From an optimization exercise on the open Yosys and OpenROAD flow, aimed at small area; shortcuts taken in it are not production practice.
RTL that was checked went through simulation tests only; none was proved equivalent to the original.
Power is estimated from default activity; no workload was simulated.

==> inputs of run Z <==
Design myDAC, start of the top module:
module myDAC(input CLOCK,input rst,input [3:0] frequencyPlaceValue,
input [3:0] dutycycle,
input minOrMax,input [2:0] mode,input [1:0] waveform,
input btnC,input btnD,input btnL,
input btnR,input btnU,
input load_B,
output [3:0] an, output dp, output [6:0] seg,
output [3:0] JA,output LED,output warning);
Settings: LEC_CHECK=0, ABC_AREA=1, CAP_MARGIN=20, CORE_MARGIN=2, CORE_UTILIZATION=55, SLEW_MARGIN=20; clock period 110.0 ns.
run.sh (not shown) runs the stock make flow with config.mk's settings and CLKGATE_MAP_FILE= SYNTH_SCRIPT=/design/flow/synth_recipe.tcl, a recipe that flattens the netlist after the stock synthesis.
==> inputs of run M, as changes to run Z <==
==> flow/flow/run.sh (new file) <==
#!/bin/bash
# Standard synthesis, then the combinational logic is re-mapped for area
# with a stronger ABC script (flip-flops untouched), then the standard
# layout from that netlist.
set -euo pipefail
W=$PWD
R=$W/orfs/results/$FLOW_PLATFORM/myDAC/base
bash standard.sh synth > $W/synth_standard.log 2>&1
cp $R/1_2_yosys.v $W/standard_1_2_yosys.v
LIB=$FLOW_HOME/platforms/sky130hd/lib/sky130_fd_sc_hd__tt_025C_1v80.lib \
DONTUSE=$W/flow/dontuse.txt IN_V=$W/standard_1_2_yosys.v TOP=$FLOW_TOP OUTDIR=$W \
OUT_V=$W/reopt_1_2_yosys.v ABC_SCRIPT=$W/flow/area.abc \
  yosys -c $W/flow/reopt.tcl > $W/reopt.log 2>&1
cp $W/reopt_1_2_yosys.v $R/1_2_yosys.v
rm -f $R/1_synth.odb
bash standard.sh > $W/layout_standard.log 2>&1
==> flow/flow/area.abc (new file) <==
strash
&get -n
&fraig -x
&put
scorr
dc2
dretime
strash
&get -n
&dch -f
&nf -R 1000
&put
==> flow/flow/dontuse.txt (new file) <==
-dont_use sky130_fd_sc_hd__lpflow_bleeder_1 -dont_use sky130_fd_sc_hd__lpflow_clkbufkapwr_1 -dont_use sky130_fd_sc_hd__lpflow_clkbufkapwr_16 -dont_use sky130_fd_sc_hd__lpflow_clkbufkapwr_2 -dont_use sky130_fd_sc_hd__lpflow_clkbufkapwr_4 -dont_use sky130_fd_sc_hd__lpflow_clkbufkapwr_8 -dont_use sky130_fd_sc_hd__lpflow_clkinvkapwr_1 -dont_use sky130_fd_sc_hd__lpflow_clkinvkapwr_16 -dont_use sky130_fd_sc_hd__lpflow_clkinvkapwr_2 -dont_use sky130_fd_sc_hd__lpflow_clkinvkapwr_4 -dont_use sky130_fd_sc_hd__lpflow_clkinvkapwr_8 -dont_use sky130_fd_sc_hd__lpflow_decapkapwr_12 -dont_use sky130_fd_sc_hd__lpflow_decapkapwr_3 -dont_use sky130_fd_sc_hd__lpflow_decapkapwr_4 -dont_use sky130_fd_sc_hd__lpflow_decapkapwr_6 -dont_use sky130_fd_sc_hd__lpflow_decapkapwr_8 -dont_use sky130_fd_sc_hd__lpflow_inputiso0n_1 -dont_use sky130_fd_sc_hd__lpflow_inputiso0p_1 -dont_use sky130_fd_sc_hd__lpflow_inputiso1n_1 -dont_use sky130_fd_sc_hd__lpflow_inputiso1p_1 -dont_use sky130_fd_sc_hd__lpflow_inputisolatch_1 -dont_use sky130_fd_sc_hd__lpflow_isobufsrc_1 -dont_use sky130_fd_sc_hd__lpflow_isobufsrc_16 -dont_use sky130_fd_sc_hd__lpflow_isobufsrc_2 -dont_use sky130_fd_sc_hd__lpflow_isobufsrc_4 -dont_use sky130_fd_sc_hd__lpflow_isobufsrc_8 -dont_use sky130_fd_sc_hd__lpflow_isobufsrckapwr_16 -dont_use sky130_fd_sc_hd__lpflow_lsbuf_lh_hl_isowell_tap_1 -dont_use sky130_fd_sc_hd__lpflow_lsbuf_lh_hl_isowell_tap_2 -dont_use sky130_fd_sc_hd__lpflow_lsbuf_lh_hl_isowell_tap_4 -dont_use sky130_fd_sc_hd__lpflow_lsbuf_lh_isowell_4 -dont_use sky130_fd_sc_hd__lpflow_lsbuf_lh_isowell_tap_1 -dont_use sky130_fd_sc_hd__lpflow_lsbuf_lh_isowell_tap_2 -dont_use sky130_fd_sc_hd__lpflow_lsbuf_lh_isowell_tap_4 -dont_use sky130_fd_sc_hd__probe_p_8 -dont_use sky130_fd_sc_hd__probec_p_8 
==> flow/flow/reopt.tcl (new file) <==
# Re-map the combinational logic of the standard synthesis netlist for area.
# Flip-flops stay as they are (same instances, names and cell types).
yosys -import
set lib $::env(LIB)
set dont [exec cat $::env(DONTUSE)]
read_liberty -wb -ignore_miss_func $lib
blackbox =sky130_fd_sc_hd__df* =sky130_fd_sc_hd__edf* =sky130_fd_sc_hd__sdf* =sky130_fd_sc_hd__sedf* =sky130_fd_sc_hd__dl*
read_verilog $::env(IN_V)
hierarchy -top $::env(TOP)
flatten -wb
opt -purge
eval abc -liberty $lib $dont -script $::env(ABC_SCRIPT)
opt_clean -purge
hilomap -singleton -hicell sky130_fd_sc_hd__conb_1 HI -locell sky130_fd_sc_hd__conb_1 LO
insbuf -buf sky130_fd_sc_hd__buf_4 A X
splitnets
opt_clean -purge
tee -o $::env(OUTDIR)/reopt_stat.txt stat -liberty $lib
write_verilog -noattr -nohex -nodec $::env(OUT_V)
==> flow/standard.sh (new file) <==
#!/bin/bash
# synth_recipe.tcl (not shown) runs the flow's synth.tcl, then flattens the netlist and writes it again
# the make line also repeats each setting of config.mk as NAME=value (left out here)
make -C /OpenROAD-flow-scripts/flow DESIGN_CONFIG=/design/flow/config.mk WORK_HOME=/design/flow/orfs CLKGATE_MAP_FILE= SYNTH_SCRIPT=/design/flow/synth_recipe.tcl "${@:-finish}"
removed: flow/run.sh
==> comparison table <==
metric                                                              run M                     run Z
Result of the run                                 complete, no violations   complete, no violations
Post-Syn Area                                                 0.0194 mm^2               0.0233 mm^2
Depth of the most critical reg-to-reg path                             55                        57
FP Rows                                                                68                        75
Routability-driven placement congestion ratio                       0.891                     0.933
Detailed Place HPWL                                              35900 um                  46300 um
Combinational share of power                                        0.304                     0.434
Commonest non-fill, non-tap cell in the layout   sky130_fd_sc_hd__dfxtp_1  sky130_fd_sc_hd__nand2_1
Power attributed to sequential cells                             0.140 mW                  0.139 mW
Number of non-clock inverters in the layout                            80                       491
Post-route clock skew                                             20.7 ps                   32.1 ps
Mapped Nets                                                          2442                      3506
Die boundary height                                                192 um                    210 um
Latest clock arrival within the worst-skew pair                    550 ps                    570 ps
Final Non-Filler Cells                                               3007                      3803
Post-detailed-placement cell area                             0.0205 mm^2               0.0240 mm^2
Global routing usage on met2                                        0.478                     0.463
Slack of the worst reg-to-reg path                               97530 ps                  99290 ps
Design Power                                                     0.394 mW                  0.485 mW
Fill count                                                           3057                      4000
Function was not checked in any run of this note: the RTL went through the layout flow alone.


==> ember <==
Another version of the RTL of myDAC (not shown whole).
==> module set_frequency, before the edit <==
module set_frequency(input clk, input rst, input en_4hz, input [8:0] pre,
input [3:0] placeValue,
output reg [3:0] one, output reg [3:0] ten, output reg [3:0] hundred,
output reg [3:0] thousand, output reg [18:0] limit);
localparam [18:0] N = 19'd500000;
reg [13:0] f;             
reg [18:0] cand0, cand1, cand2, cand3;
reg [13:0] r;
wire onehot = (placeValue == 4'b0001) || (placeValue == 4'b0010) ||
              (placeValue == 4'b0100) || (placeValue == 4'b1000);
wire [1:0] pv = {placeValue[3] | placeValue[2], placeValue[3] | placeValue[1]};
wire [1:0] k = en_4hz ? pv : pre[6:5];
reg [3:0] digit;
reg wrap;
reg [13:0] delta;
always @(*) begin
    case (k)
        2'd0: begin digit = one;      wrap = (one == 4'd9);      delta = wrap ? -14'd9   : 14'd1;    end
        2'd1: begin digit = ten;      wrap = (ten == 4'd9);      delta = wrap ? -14'd90  : 14'd10;   end
        2'd2: begin digit = hundred;  wrap = (hundred == 4'd9);  delta = wrap ? -14'd900 : 14'd100;  end
        default: begin digit = thousand; wrap = (thousand == 4'd8); delta = wrap ? -14'd8000 : 14'd1000; end
    endcase
end
wire [13:0] fnext = f + delta;
wire [3:0] dnext = wrap ? 4'd0 : digit + 1'b1;
wire [13:0] d = {fnext[13:1], fnext[0] | (fnext == 14'd0)};
wire [4:0] s = pre[4:0];
wire active = (pre[8:7] == 2'b01) && (s <= 5'd18);
wire nbit = N[5'd18 - s];
wire [14:0] a = {(s == 5'd0) ? 14'd0 : r, nbit};
wire [15:0] diff = {1'b0, a} - {2'b00, d};
wire ge = !diff[15];
always @(posedge clk)
    r <= ge ? diff[13:0] : a[13:0];
wire [1:0] j = pre[6:5];
always @(posedge clk) begin
    cand0 <= {cand0[17:0], (active && j == 2'd0) ? ge : cand0[18]};
    cand1 <= {cand1[17:0], (active && j == 2'd1) ? ge : cand1[18]};
    cand2 <= {cand2[17:0], (active && j == 2'd2) ? ge : cand2[18]};
    cand3 <= {cand3[17:0], (active && j == 2'd3) ? ge : cand3[18]};
end
wire [18:0] q0 = {cand0[1:0], cand0[18:2]};
wire [18:0] q1 = {cand1[7:0], cand1[18:8]};
wire [18:0] q2 = {cand2[13:0], cand2[18:14]};
wire [18:0] q3 = {cand3[0], cand3[18:1]};
wire [3:0] pvh = placeValue & {4{en_4hz & onehot}};
wire [18:0] qsel = ({19{pvh[0]}} & q0) | ({19{pvh[1]}} & q1) | ({19{pvh[2]}} & q2) | ({19{pvh[3]}} & q3);
always @(posedge clk) begin
    if (rst) begin
        one <= 4'd0;
        ten <= 4'd0;
        hundred <= 4'd0;
        thousand <= 4'd1;
        f <= 14'd1000;
        limit <= 19'd500;
    end
    else begin
        if (|pvh) begin
            f <= fnext;
            limit <= qsel;
        end
        if (pvh[0]) one <= (one == 4'd9) ? 4'd0 : one + 1'b1;
        if (pvh[1]) ten <= (ten == 4'd9) ? 4'd0 : ten + 1'b1;
        if (pvh[2]) hundred <= (hundred == 4'd9) ? 4'd0 : hundred + 1'b1;
        if (pvh[3]) thousand <= (thousand == 4'd8) ? 4'd0 : thousand + 1'b1;
    end
end
endmodule
export LEC_CHECK = 0
export ABC_AREA = 1
export CAP_MARGIN = 20
export CORE_MARGIN = 2
export CORE_UTILIZATION = 55
export CTS_CLUSTER_DIAMETER = 500
export CTS_CLUSTER_SIZE = 25
export SLEW_MARGIN = 20
create_clock -name core_clock -period 110.0 [get_ports {CLOCK}]
standard.sh (not shown) runs the stock make flow with config.mk's settings and CLKGATE_MAP_FILE= SYNTH_SCRIPT=/design/flow/synth_recipe.tcl, a recipe that flattens the netlist after the stock synthesis.
==> flow/flow/run.sh <==
#!/bin/bash
# Standard synthesis, then the combinational logic is re-mapped for area
# with a stronger ABC script (flip-flops untouched), then the standard
# layout from that netlist.
set -euo pipefail
W=$PWD
R=$W/orfs/results/$FLOW_PLATFORM/myDAC/base
bash standard.sh synth > $W/synth_standard.log 2>&1
cp $R/1_2_yosys.v $W/standard_1_2_yosys.v
LIB=$FLOW_HOME/platforms/sky130hd/lib/sky130_fd_sc_hd__tt_025C_1v80.lib \
DONTUSE=$W/flow/dontuse.txt IN_V=$W/standard_1_2_yosys.v TOP=$FLOW_TOP OUTDIR=$W \
OUT_V=$W/reopt_1_2_yosys.v ABC_SCRIPT=$W/flow/area.abc \
  yosys -c $W/flow/reopt.tcl > $W/reopt.log 2>&1
cp $W/reopt_1_2_yosys.v $R/1_2_yosys.v
rm -f $R/1_synth.odb
bash standard.sh finish "BUFFER_PORTS_ARGS=-buffer_cell sky130_fd_sc_hd__buf_1" > $W/layout_standard.log 2>&1
==> flow/flow/area.abc <==
strash
&get -n
&deepsyn -T 240
&put
strash
&get -n
&dch -f
&nf -R 1000
&put
Other scripts of this flow, unchanged in this note and not shown: flow/flow/dontuse.txt, flow/flow/reopt.tcl
==> fjord: changes against ember <==
--- a/flow/design.v
+++ b/flow/design.v
@@ -65,8 +65,6 @@
 wire [18:0] q1 = {cand1[7:0], cand1[18:8]};
 wire [18:0] q2 = {cand2[13:0], cand2[18:14]};
 wire [18:0] q3 = {cand3[0], cand3[18:1]};
-wire [3:0] pvh = placeValue & {4{en_4hz & onehot}};
-wire [18:0] qsel = ({19{pvh[0]}} & q0) | ({19{pvh[1]}} & q1) | ({19{pvh[2]}} & q2) | ({19{pvh[3]}} & q3);
 always @(posedge clk) begin
     if (rst) begin
         one <= 4'd0;
@@ -76,15 +74,14 @@
         f <= 14'd1000;
         limit <= 19'd500;
     end
-    else begin
-        if (|pvh) begin
-            f <= fnext;
-            limit <= qsel;
-        end
-        if (pvh[0]) one <= (one == 4'd9) ? 4'd0 : one + 1'b1;
-        if (pvh[1]) ten <= (ten == 4'd9) ? 4'd0 : ten + 1'b1;
-        if (pvh[2]) hundred <= (hundred == 4'd9) ? 4'd0 : hundred + 1'b1;
-        if (pvh[3]) thousand <= (thousand == 4'd8) ? 4'd0 : thousand + 1'b1;
+    else if (en_4hz && onehot) begin
+        f <= fnext;
+        case (pv)
+            2'd0: begin one <= dnext;      limit <= q0; end
+            2'd1: begin ten <= dnext;      limit <= q1; end
+            2'd2: begin hundred <= dnext;  limit <= q2; end
+            default: begin thousand <= dnext; limit <= q3; end
+        endcase
     end
 end
 endmodule
--- a/flow/flow/run.sh
+++ b/flow/flow/run.sh
@@ -13,4 +13,4 @@
   yosys -c $W/flow/reopt.tcl > $W/reopt.log 2>&1
 cp $W/reopt_1_2_yosys.v $R/1_2_yosys.v
 rm -f $R/1_synth.odb
-bash standard.sh finish "BUFFER_PORTS_ARGS=-buffer_cell sky130_fd_sc_hd__buf_1" > $W/layout_standard.log 2>&1
+bash standard.sh > $W/layout_standard.log 2>&1
==> flow/flow/area.abc (replaced) <==
strash
&get -n
&fraig -x
&put
scorr
dc2
dretime
strash
&get -n
&dch -f
&nf -R 1000
&put
--- a/flow/config.mk
+++ b/flow/config.mk
@@ -10,5 +10,5 @@
 export CORE_MARGIN = 2
 export CORE_UTILIZATION = 55
 export CTS_CLUSTER_DIAMETER = 500
-export CTS_CLUSTER_SIZE = 25
+export CTS_CLUSTER_SIZE = 30
 export SLEW_MARGIN = 20
==> summary of the runs <==
- Between fjord and ember, the lower register-to-register slack is in ember (gap 1100 ps).
- Of fjord and ember, ember has the higher count of clock-buffer cells in the layout (gap 4).
- In flip-flop and latch count, ember and fjord do not differ.
- Between fjord and ember, the lower first-iteration DRC count is in fjord (gap about 12%, measured against ember).
- Against ember, the final area of fjord is higher by about 4.5%.
- Of ember and fjord, fjord has the higher synthesized area (gap about 4.3%, measured against fjord).
- Between fjord and ember, the lower final cell count is in ember (gap about 7%, measured against ember).
- fjord completed with no timing, DRC or antenna violations. ember finished with timing, DRC and antenna clean.
- In fjord the global-route usage is lower than in ember, by 1.3 points.
- Between ember and fjord, the lower clock power is in fjord (gap about 13%, measured against fjord).
- Against ember, the synthesized cell count of fjord is higher by 9.0%.
==> figures <==
Met3 demand-to-capacity share in global routing: fjord 2.24%; ember 2.37%
Final Instance Count excl. Fillers: fjord 2889; ember 2697
Starting density of the core: fjord 55.9%; ember 55.4%
Highest achievable clock rate: fjord 20.1 MHz; ember 20.5 MHz
Number of logic stages on the critical path including buffering: fjord 24; ember 22
Met2 WL: fjord 24.1 mm; ember 23.7 mm
Arrival time of the worst setup path: fjord 27750 ps; ember 26690 ps
Seq. pwr: fjord 0.137 mW; ember 0.136 mW
Largest net degree at the start of global routing: fjord 71; ember 52
Met2 track utilization from global routing: fjord 49.0%; ember 49.8%
Area used by multi-input combinational logic: fjord 11400 um^2; ember 10600 um^2
Height of the die: fjord 189 um; ember 185 um
Wire length of the first global-routing pass: fjord 79.6 mm; ember 77.9 mm
Fin crit share: fjord 45.2%; ember 44.3%
Status: fjord timing/DRC/antenna clean; ember timing/DRC/antenna clean
Reg2Reg Capture Point: fjord MY_BASIC_DAC.data1[11]$_SDFFE_PP0P_; ember f1.r[0]$_DFF_P_
Normalized max-slew margin: fjord 30.1%; ember 26.6%
Area of placed instances: fjord 19900 um^2; ember 18900 um^2
Number of global-route vias before repair: fjord 16000; ember 15000
Number of non-clock inverters in the layout: fjord 86; ember 88
Total routing resource utilization after global routing: fjord 26.6%; ember 28.0%

==> port drivers added, routing unchanged <==
The flow's constraints put no driver on any port. The routed layouts listed below were extracted and timed again, unchanged, in two steps.
Step 1: set_driving_cell puts a clkbuf_16 on CLOCK and a buf_2 on each other input, an assumption about the parent block.
Step 2 also shifts input and output timing later by t, the mid clock arrival at the registers, as if the neighbouring blocks saw the same clock.
Three values: ideal, step 1, step 2; two values: the first two.
run	shift t [ns]	slack for setup (ns)	worst hold slack (ns)	worst setup path after step 2	worst slew at a driven data input, ns
run Z	0.614	60.260 / 60.226 / 60.226	0.347 / 0.347 / 0.347	input to output	0.08
run M	0.597	59.726 / 59.699 / 59.699	0.338 / 0.338 / 0.338	input to output	0.07
ember	0.572	61.312 / 61.285 / 61.285	0.347 / 0.347 / 0.347	input to output	0.06
fjord	0.568	60.249 / 60.208 / 60.208	0.347 / 0.347 / 0.347	input to output	0.07
After both steps setup and hold are still met in every run listed. For fjord, which loses most, drivers alone change the setup slack by -0.041 ns; drivers and shift together by -0.041 ns.
